Background: an optimization exercise with open tools, aiming at small area and a short achievable clock period. Do not read the settings as production practice. At most, simulation tests tie the RTL to the original design; equivalence was not proved.

Setup of run A:
## MAC
module MAC(A,B,out,clk,reset);
	input [15:0] A,B;
	input clk,reset;
	output [35:0] out;
	reg [35:0] acc;
	wire [35:0] nxt;
	always @(posedge clk or posedge reset)
	begin
		if(reset)
			acc <= 36'd0;
		else
			acc <= nxt;
	end
	assign out = acc;
	wire [255:0] pp;
	genvar gi;
	generate for (gi = 0; gi < 16; gi = gi + 1) begin : ppg
		assign pp[16*gi+15:16*gi] = A & {16{B[gi]}};
	end endgenerate
	wire hs1;
	wire hc2;
	wire fs3;
	wire fc4;
	wire hs5;
	wire hc6;
	wire fs7;
	wire fc8;
	wire fs9;
	wire fc10;
	wire hs11;
	wire hc12;
	wire fs13;
	wire fc14;
	wire fs15;
	wire fc16;
	wire fs17;
	wire fc18;
	wire hs19;
	wire hc20;
	wire fs21;
	wire fc22;
	wire fs23;
	wire fc24;
	wire fs25;
	wire fc26;
	wire fs27;
	wire fc28;
	wire hs29;
	wire hc30;
	wire fs31;
	wire fc32;
	wire fs33;
	wire fc34;
	wire fs35;
	wire fc36;
	wire fs37;
	wire fc38;
	wire fs39;
	wire fc40;
	wire hs41;
	wire hc42;
	wire fs43;
	wire fc44;
	wire fs45;
	wire fc46;
	wire fs47;
	wire fc48;
	wire fs49;
	wire fc50;
	wire fs51;
	wire fc52;
	wire fs53;
	wire fc54;
	wire hs55;
	wire hc56;
	wire fs57;
	wire fc58;
	wire fs59;
	wire fc60;
	wire fs61;
	wire fc62;
  ...
For scale: roughly 760 cells after synthesis, roughly 70 I/O pins, roughly 8800 µm² of cells after synthesis.
export LEC_CHECK = 0
export CAP_MARGIN = 20
export CORE_MARGIN = 2
export CORE_UTILIZATION = 40
export SLEW_MARGIN = 20
export SYNTH_HIERARCHICAL = 1
export SYNTH_MINIMUM_KEEP_SIZE = 0
create_clock -name core_clock -period 19.0 [get_ports {clk}]
standard.sh (not shown) runs the stock make flow with config.mk's settings and CLKGATE_MAP_FILE= SYNTH_SCRIPT=/design/flow/synth_recipe.tcl, a recipe that flattens the netlist after the stock synthesis.
==> flow/flow/run.sh <==
#!/bin/bash
# The standard layout (standard synthesis, floorplan, place, CTS, route), with repair_timing
# asked for a larger setup slack than 0 so that it keeps shortening the critical path.
# Each tool's full output is also kept by ORFS under orfs/logs/.
set -euo pipefail
MARGIN=$(cat flow/setup_margin.txt)
bash standard.sh SETUP_SLACK_MARGIN=$MARGIN finish > make_finish.log 2>&1
==> flow/flow/setup_margin.txt <==
10
Modified inputs, run B compared to run A
==> flow/flow/setup_margin.txt <==
12
Results
Higher utilization was reported by run B, not run A. Per the comparison of run B with run A, max-slew headroom at the worst pin decreased by 1.2 points relative to the old numbers, area added between synthesis and finish rose 13 points, sequential share of layout area fell by 0.93 points, first-iteration DRC count up 191, half-perimeter wire length after detailed placement rose by 6.7%.
#### Input delta (run C over run B)
==> flow/run.sh (new file) <==
#!/bin/bash
# synth_recipe.tcl (not shown) runs the flow's synth.tcl, then flattens the netlist and writes it again
# the make line also repeats each setting of config.mk as NAME=value (left out here)
make -C /OpenROAD-flow-scripts/flow DESIGN_CONFIG=/design/flow/config.mk WORK_HOME=/design/flow/orfs CLKGATE_MAP_FILE= SYNTH_SCRIPT=/design/flow/synth_recipe.tcl finish
removed: flow/flow/run.sh
removed: flow/flow/setup_margin.txt
removed: flow/standard.sh
### Flow results
Comparing run B against run C, there is no change at all in critical path depth. Run C ran to completion and came out clean on the timing, design-rule and antenna checks. Met3 track demand over resource in global routing (run C over run B): decrease, 0.82 points. Against run B, first-iteration DRC count in run C came out better. Comparing run B and run C, the higher shortest period the worst path allows is on run C.
Function was not checked in any run of this note: the RTL went through the layout flow alone.

---

Another version of the RTL of MAC (not shown whole).
For scale: about 830 cells after synthesis.
## MAC
module MAC(A,B,out,clk,reset);
	input [15:0] A,B;
	input clk,reset;
	output [35:0] out;
	reg [35:0] acc;
	wire [35:0] nxt;
	always @(posedge clk or posedge reset)
	begin
		if(reset)
			acc <= 36'd0;
		else
			acc <= nxt;
	end
	assign out = acc;
	wire [255:0] pp;
	genvar gi;
	wire [15:0] An0, Bn0;
	NOT16 ina0(A, An0);
	NOT16 inb0(B, Bn0);
	wire [15:0] An1, Bn1;
	NOT16 ina1(A, An1);
	NOT16 inb1(B, Bn1);
	genvar gj;
	generate for (gi = 0; gi < 16; gi = gi + 1) begin : ppg
		for (gj = 0; gj < 16; gj = gj + 1) begin : ppc
			wire an, bn;
			assign an = (gi * 2 / 16 == 0) ? An0[gj] : An1[gj];
			assign bn = (gj * 2 / 16 == 0) ? Bn0[gi] : Bn1[gi];
			assign pp[16*gi+gj] = ~(an | bn);
		end
	end endgenerate
	wire hs1;
	wire hc2;
	wire fs3;
	wire fc4;
	wire hs5;
	wire hc6;
	wire fs7;
	wire fc8;
	wire fs9;
	wire fc10;
	wire hs11;
	wire hc12;
	wire fs13;
	wire fc14;
	wire fs15;
	wire fc16;
	wire fs17;
	wire fc18;
	wire hs19;
	wire hc20;
	wire fs21;
	wire fc22;
	wire fs23;
	wire fc24;
	wire fs25;
	wire fc26;
	wire fs27;
	wire fc28;
	wire hs29;
	wire hc30;
	wire fs31;
	wire fc32;
	wire fs33;
	wire fc34;
	wire fs35;
	wire fc36;
	wire fs37;
	wire fc38;
	wire fs39;
	wire fc40;
	wire hs41;
	wire hc42;
	wire fs43;
	wire fc44;
	wire fs45;
	wire fc46;
	wire fs47;
	wire fc48;
	wire fs49;
	wire fc50;
	wire fs51;
	wire fc52;
	wire fs53;
	wire fc54;
	wire hs55;
	wire hc56;
	wire fs57;
	wire fc58;
	wire fs59;
	wire fc60;
	wire fs61;
	wire fc62;
	wire fs63;
	wire fc64;
	wire fs65;
	wire fc66;
	wire fs67;
	wire fc68;
	wire fs69;
	wire fc70;
	wire hs71;
	wire hc72;
	wire fs73;
	wire fc74;
	wire fs75;
	wire fc76;
	wire fs77;
	wire fc78;
	wire fs79;
	wire fc80;
	wire fs81;
	wire fc82;
	wire fs83;
	wire fc84;
	wire fs85;
	wire fc86;
	wire fs87;
	wire fc88;
	wire hs89;
	wire hc90;
	wire fs91;
	wire fc92;
	wire fs93;
	wire fc94;
	wire fs95;
	wire fc96;
	wire fs97;
	wire fc98;
	wire fs99;
	wire fc100;
	wire fs101;
	wire fc102;
	wire fs103;
	wire fc104;
	wire fs105;
	wire fc106;
  ...
Settings: LEC_CHECK=0, CAP_MARGIN=20, CORE_MARGIN=2, CORE_UTILIZATION=40, SLEW_MARGIN=20, SYNTH_HIERARCHICAL=1, SYNTH_MINIMUM_KEEP_SIZE=0; clock period 19.0 ns.
==> flow/flow/run.sh <==
#!/bin/bash
# The standard layout (standard synthesis, floorplan, place, CTS, route) with two changes:
# repair_timing is asked for a larger setup slack than 0 (flow/setup_margin.txt) so that it
# keeps shortening the critical path, and the port buffers that every input and output gets
# are sky130_fd_sc_hd__buf_1 (flow/port_buffer.txt) instead of the delay cell buffer_ports
# picks by default; repair_timing then sizes the ones on critical paths.
# Make's full output goes to make_finish.log; each tool's own log is under orfs/logs/.
set -euo pipefail
MARGIN=$(cat flow/setup_margin.txt)
PBUF=$(cat flow/port_buffer.txt)
bash standard.sh SETUP_SLACK_MARGIN=$MARGIN "BUFFER_PORTS_ARGS=-buffer_cell $PBUF" finish > make_finish.log 2>&1
==> flow/flow/port_buffer.txt <==
sky130_fd_sc_hd__buf_1
==> flow/flow/setup_margin.txt <==
10.4
Change:
==> flow/flow/setup_margin.txt (replaced) <==
10
Settings changed: CORE_UTILIZATION 40 to 55.
After rerunning: Routed wire length goes up by a few percent. Non-clock buffer count is lower by 17. Die area shrinks by a quarter to a third. Final cell count went down by roughly a tenth. Hold slack gets better by 0.0069 ns. Final area goes down by a few percent. Via count falls slightly.
Change:
==> flow/flow/setup_margin.txt (replaced) <==
10.2
Settings changed: CORE_UTILIZATION 55 to 40, CTS_BUF_LIST set to sky130_fd_sc_hd__clkbuf_2 sky130_fd_sc_hd__clkbuf_4 sky130_fd_sc_hd__clkbuf_8, PLACE_DENSITY set to 0.8.
Effect:
- final cell count rose by 8.0%
- design area barely changes
- wire length fell by 4.2%
- global-route usage fell by 9.5 points
- utilization fell by 17 points
- count of clock-buffer cells in the layout rose by 3
Change:
Settings changed: CORE_UTILIZATION 40 to 70, PLACE_DENSITY 0.8 to 0.85.
Routed wire length increases by 4.8%. Flip-flop and latch count does not change. Non-clock buffer count went up by 3.
Change:
==> flow/flow/setup_margin.txt (replaced) <==
10
Settings changed: CORE_UTILIZATION 70 to 40, CTS_BUF_LIST sky130_fd_sc_hd__clkbuf_2 sky130_fd_sc_hd__clkbuf_4 sky130_fd_sc_hd__clkbuf_8 to not set, PLACE_DENSITY 0.85 to not set.
The new run passed the timing, design-rule and antenna checks.
Design area goes up slightly.
Clock-buffer cell count stays the same.
Setup slack got worse by 0.053 ns.
Utilization goes down by 32 points.
Flip-flop and latch count stays the same.
Sequential share of layout area goes down by 0.16 points.
Non-clock buffer count goes down by 3.

---

MAC, a different RTL version from the one above (not shown whole).
Size in the first run: ~730 cells after synthesis, about 36 flip-flops, about 70 I/O pins.
## MAC
module MAC(A,B,out,clk,reset);
	input [15:0] A,B;
	input clk,reset;
	output [35:0] out;
	reg [35:0] acc;
	wire [35:0] nxt;
	always @(posedge clk or posedge reset)
	begin
		if(reset)
			acc <= 36'd0;
		else
			acc <= nxt;
	end
	assign out = acc;
	wire [255:0] pp;
	genvar gi;
	generate for (gi = 0; gi < 16; gi = gi + 1) begin : ppg
		assign pp[16*gi+15:16*gi] = A & {16{B[gi]}};
	end endgenerate
	wire hs1;
	wire hc2;
	wire fs3;
	wire fc4;
	wire hs5;
	wire hc6;
	wire fs7;
	wire fc8;
	wire fs9;
	wire fc10;
	wire hs11;
	wire hc12;
	wire fs13;
	wire fc14;
	wire fs15;
	wire fc16;
	wire fs17;
	wire fc18;
	wire hs19;
	wire hc20;
	wire fs21;
	wire fc22;
	wire fs23;
	wire fc24;
	wire fs25;
	wire fc26;
	wire fs27;
	wire fc28;
	wire hs29;
	wire hc30;
	wire fs31;
	wire fc32;
	wire fs33;
	wire fc34;
	wire fs35;
	wire fc36;
	wire fs37;
	wire fc38;
	wire fs39;
	wire fc40;
	wire hs41;
	wire hc42;
	wire fs43;
	wire fc44;
	wire fs45;
	wire fc46;
	wire fs47;
	wire fc48;
	wire fs49;
	wire fc50;
	wire fs51;
	wire fc52;
	wire fs53;
	wire fc54;
	wire hs55;
	wire hc56;
	wire fs57;
	wire fc58;
	wire fs59;
	wire fc60;
	wire fs61;
	wire fc62;
	wire fs63;
	wire fc64;
	wire fs65;
	wire fc66;
	wire fs67;
	wire fc68;
	wire fs69;
	wire fc70;
	wire hs71;
	wire hc72;
	wire fs73;
	wire fc74;
	wire fs75;
	wire fc76;
	wire fs77;
	wire fc78;
	wire fs79;
	wire fc80;
	wire fs81;
	wire fc82;
	wire fs83;
	wire fc84;
	wire fs85;
	wire fc86;
	wire fs87;
	wire fc88;
	wire hs89;
	wire hc90;
	wire fs91;
	wire fc92;
	wire fs93;
	wire fc94;
	wire fs95;
	wire fc96;
	wire fs97;
	wire fc98;
	wire fs99;
	wire fc100;
	wire fs101;
	wire fc102;
	wire fs103;
	wire fc104;
	wire fs105;
	wire fc106;
	wire fs107;
	wire fc108;
	wire hs109;
	wire hc110;
	wire fs111;
	wire fc112;
	wire fs113;
	wire fc114;
	wire fs115;
	wire fc116;
  ...
export LEC_CHECK = 0
export CAP_MARGIN = 20
export CORE_MARGIN = 2
export CORE_UTILIZATION = 40
export SLEW_MARGIN = 20
export SYNTH_HIERARCHICAL = 1
export SYNTH_MINIMUM_KEEP_SIZE = 0
export TNS_END_PERCENT = 0
create_clock -name core_clock -period 19.0 [get_ports {clk}]
==> flow/flow/run.sh <==
#!/bin/bash
# The standard layout (standard synthesis, floorplan, place, CTS, route), with repair_timing
# asked for a larger setup slack than 0 so that it keeps shortening the critical path.
# Each tool's full output is also kept by ORFS under orfs/logs/.
set -euo pipefail
MARGIN=$(cat flow/setup_margin.txt)
bash standard.sh SETUP_SLACK_MARGIN=$MARGIN finish > make_finish.log 2>&1
==> flow/flow/setup_margin.txt <==
10
Then changed:
==> flow/flow/run.sh (replaced) <==
#!/bin/bash
# The standard layout (standard synthesis, floorplan, place, CTS, route) with two changes:
# repair_timing is asked for a larger setup slack than 0 (flow/setup_margin.txt) so that it
# keeps shortening the critical path, and the port buffers that every input and output gets
# are sky130_fd_sc_hd__buf_1 (flow/port_buffer.txt) instead of the delay cell buffer_ports
# picks by default; repair_timing then sizes the ones on critical paths.
# Make's full output goes to make_finish.log; each tool's own log is under orfs/logs/.
set -euo pipefail
MARGIN=$(cat flow/setup_margin.txt)
PBUF=$(cat flow/port_buffer.txt)
bash standard.sh SETUP_SLACK_MARGIN=$MARGIN "BUFFER_PORTS_ARGS=-buffer_cell $PBUF" finish > make_finish.log 2>&1
==> flow/flow/port_buffer.txt (new file) <==
sky130_fd_sc_hd__buf_1
--- a/flow/config.mk
+++ b/flow/config.mk
@@ -10 +10,2 @@
-export CORE_UTILIZATION = 40
+export CORE_UTILIZATION = 65
+export CTS_BUF_LIST = sky130_fd_sc_hd__clkbuf_2 sky130_fd_sc_hd__clkbuf_4 sky130_fd_sc_hd__clkbuf_8
@@ -14 +14,0 @@
-export TNS_END_PERCENT = 0
Result: The new run completed without violations. Non-clock buffer count goes down by 7. Cell count is lower by 10%. Worst setup slack improves by 0.044 ns. Clock-buffer cell count stays the same. Core utilization increases by 24 points.

---

MAC again, from the RTL that the note above started with.
==> flow/config.mk <==
export PLATFORM = sky130hd
export DESIGN_NAME = MAC
export DESIGN_NICKNAME = MAC
export VERILOG_FILES = /design/flow/design.v
export SDC_FILE = /design/flow/constraint.sdc
export NUM_CORES = 4
export LEC_CHECK = 0
export CAP_MARGIN = 20
export CORE_MARGIN = 2
export CORE_UTILIZATION = 65
export SLEW_MARGIN = 20
export SYNTH_HIERARCHICAL = 1
export SYNTH_MINIMUM_KEEP_SIZE = 0
export TNS_END_PERCENT = 0
==> flow/constraint.sdc <==
create_clock -name core_clock -period 19.0 [get_ports {clk}]
set_input_delay 3.8000 -clock core_clock [delete_from_list [all_inputs] [get_ports {clk}]]
set_output_delay 3.8000 -clock core_clock [all_outputs]
set_load 0.01 [all_outputs]
==> flow/flow/run.sh <==
#!/bin/bash
# The standard layout (standard synthesis, floorplan, place, CTS, route), with repair_timing
# asked for a larger setup slack than 0 so that it keeps shortening the critical path.
# Each tool's full output is also kept by ORFS under orfs/logs/.
set -euo pipefail
MARGIN=$(cat flow/setup_margin.txt)
bash standard.sh SETUP_SLACK_MARGIN=$MARGIN finish > make_finish.log 2>&1
Scripts as last shown in full above: flow/flow/setup_margin.txt
Next try:
- CORE_UTILIZATION: 65 -> 40
- TNS_END_PERCENT: 0 -> unset
Effect: The new run completed with no timing, DRC or antenna violations; sequential share of layout area drops by 0.22 points; clock-buffer cell count fell by 2; routed wire length went up by a few percent; global-route usage goes down by 12 points; utilization decreases by 26 points; cell area is higher by a few percent; register-to-register slack stays flat; worst setup slack degrades by 0.035 ns; synthesized area does not change.
Next try:
==> flow/flow/run.sh (replaced) <==
#!/bin/bash
# The standard layout (standard synthesis, floorplan, place, CTS, route) with two changes:
# repair_timing is asked for a larger setup slack than 0 (flow/setup_margin.txt) so that it
# keeps shortening the critical path, and the port buffers that every input and output gets
# are sky130_fd_sc_hd__buf_1 (flow/port_buffer.txt) instead of the delay cell buffer_ports
# picks by default; repair_timing then sizes the ones on critical paths.
# Make's full output goes to make_finish.log; each tool's own log is under orfs/logs/.
set -euo pipefail
MARGIN=$(cat flow/setup_margin.txt)
PBUF=$(cat flow/port_buffer.txt)
bash standard.sh SETUP_SLACK_MARGIN=$MARGIN "BUFFER_PORTS_ARGS=-buffer_cell $PBUF" finish > make_finish.log 2>&1
==> flow/flow/port_buffer.txt (new file) <==
sky130_fd_sc_hd__buf_1
- CORE_UTILIZATION: 40 -> 65
After rerunning:
- worst setup slack gets better by 0.049 ns
- sequential share of layout area came out higher by 0.51 points
- register-to-register slack gets better by 0.03 ns
- utilization came out higher by 24 points
- clock skew barely changes
- via count hardly moves
- first-iteration DRC count came out higher by 27%
Next try:
- CORE_UTILIZATION: 65 -> 40
Result: Core utilization falls by 26 points; via count went down by a few percent; sequential cell count does not change; cell area goes up slightly; first-iteration DRC count came out lower by well over a third; worst setup slack degrades by 0.010 ns; wire length is higher slightly; non-clock buffer count grows by 5; worst hold slack gets better by 0.0081 ns; clock skew drops by 0.0042 ns.
Next try:
==> flow/flow/setup_margin.txt (replaced) <==
9
- CORE_UTILIZATION: 40 -> 65
=>
- cell count shrinks by 9.9%
- clock skew grows by 0.0043 ns

[port drivers added, routing unchanged]
The flow's constraints put no driver on any port. The routed layouts listed below were extracted and timed again, unchanged, in two steps.
Step 1: set_driving_cell puts a clkbuf_16 on clk and a buf_2 on each other input, an assumption about the parent block.
Step 2 moves the port delays by t, midway between the first and last clock arrival at a register: inputs arrive t later, outputs are due t later. That takes back most of the time a late clock gives input paths.
Slacks: ideal ports / drivers / drivers and shift; pairs: ideal ports / drivers.
run | t, ns | setup slack, ns | worst setup path after step 2 | worst slew at a driven data input, ns
run A | 0.344 | 10.110 / 10.126 / 9.782 | input to register | 0.06
run B | 0.342 | 10.223 / 10.216 / 9.874 | input to register | 0.15
run C | 0.330 | 9.005 / 9.020 / 8.691 | input to register | 0.05
the first run of note 2 | 0.342 | 10.515 / 10.531 / 10.189 | input to register | 0.05
the second run of note 2 | 0.344 | 10.117 / 10.135 / 9.791 | input to register | 0.04
the third run of note 2 | 0.347 | 10.349 / 10.356 / 10.009 | input to register | 0.04
the fourth run of note 2 | 0.354 | 10.315 / 10.327 / 9.973 | input to register | 0.05
the fifth run of note 2 | 0.346 | 10.261 / 10.277 / 9.931 | input to register | 0.05
the first run of note 3 | 0.345 | 10.138 / 10.159 / 9.814 | input to register | 0.04
the second run of note 3 | 0.362 | 10.182 / 10.187 / 9.825 | input to register | 0.05
the first run of note 4 | 0.337 | 10.173 / 10.195 / 9.858 | input to register | 0.04
the second run of note 4 | 0.345 | 10.138 / 10.158 / 9.813 | input to register | 0.04
the third run of note 4 | 0.339 | 10.188 / 10.195 / 9.857 | input to register | 0.05
the fourth run of note 4 | 0.346 | 10.177 / 10.199 / 9.853 | input to register | 0.05
the fifth run of note 4 | 0.341 | 9.753 / 9.767 / 9.426 | input to register | 0.05
After both steps every run listed still meets setup and hold. For the second run of note 3, which loses most, drivers alone change the setup slack by +0.005 ns; drivers and shift together by -0.357 ns.
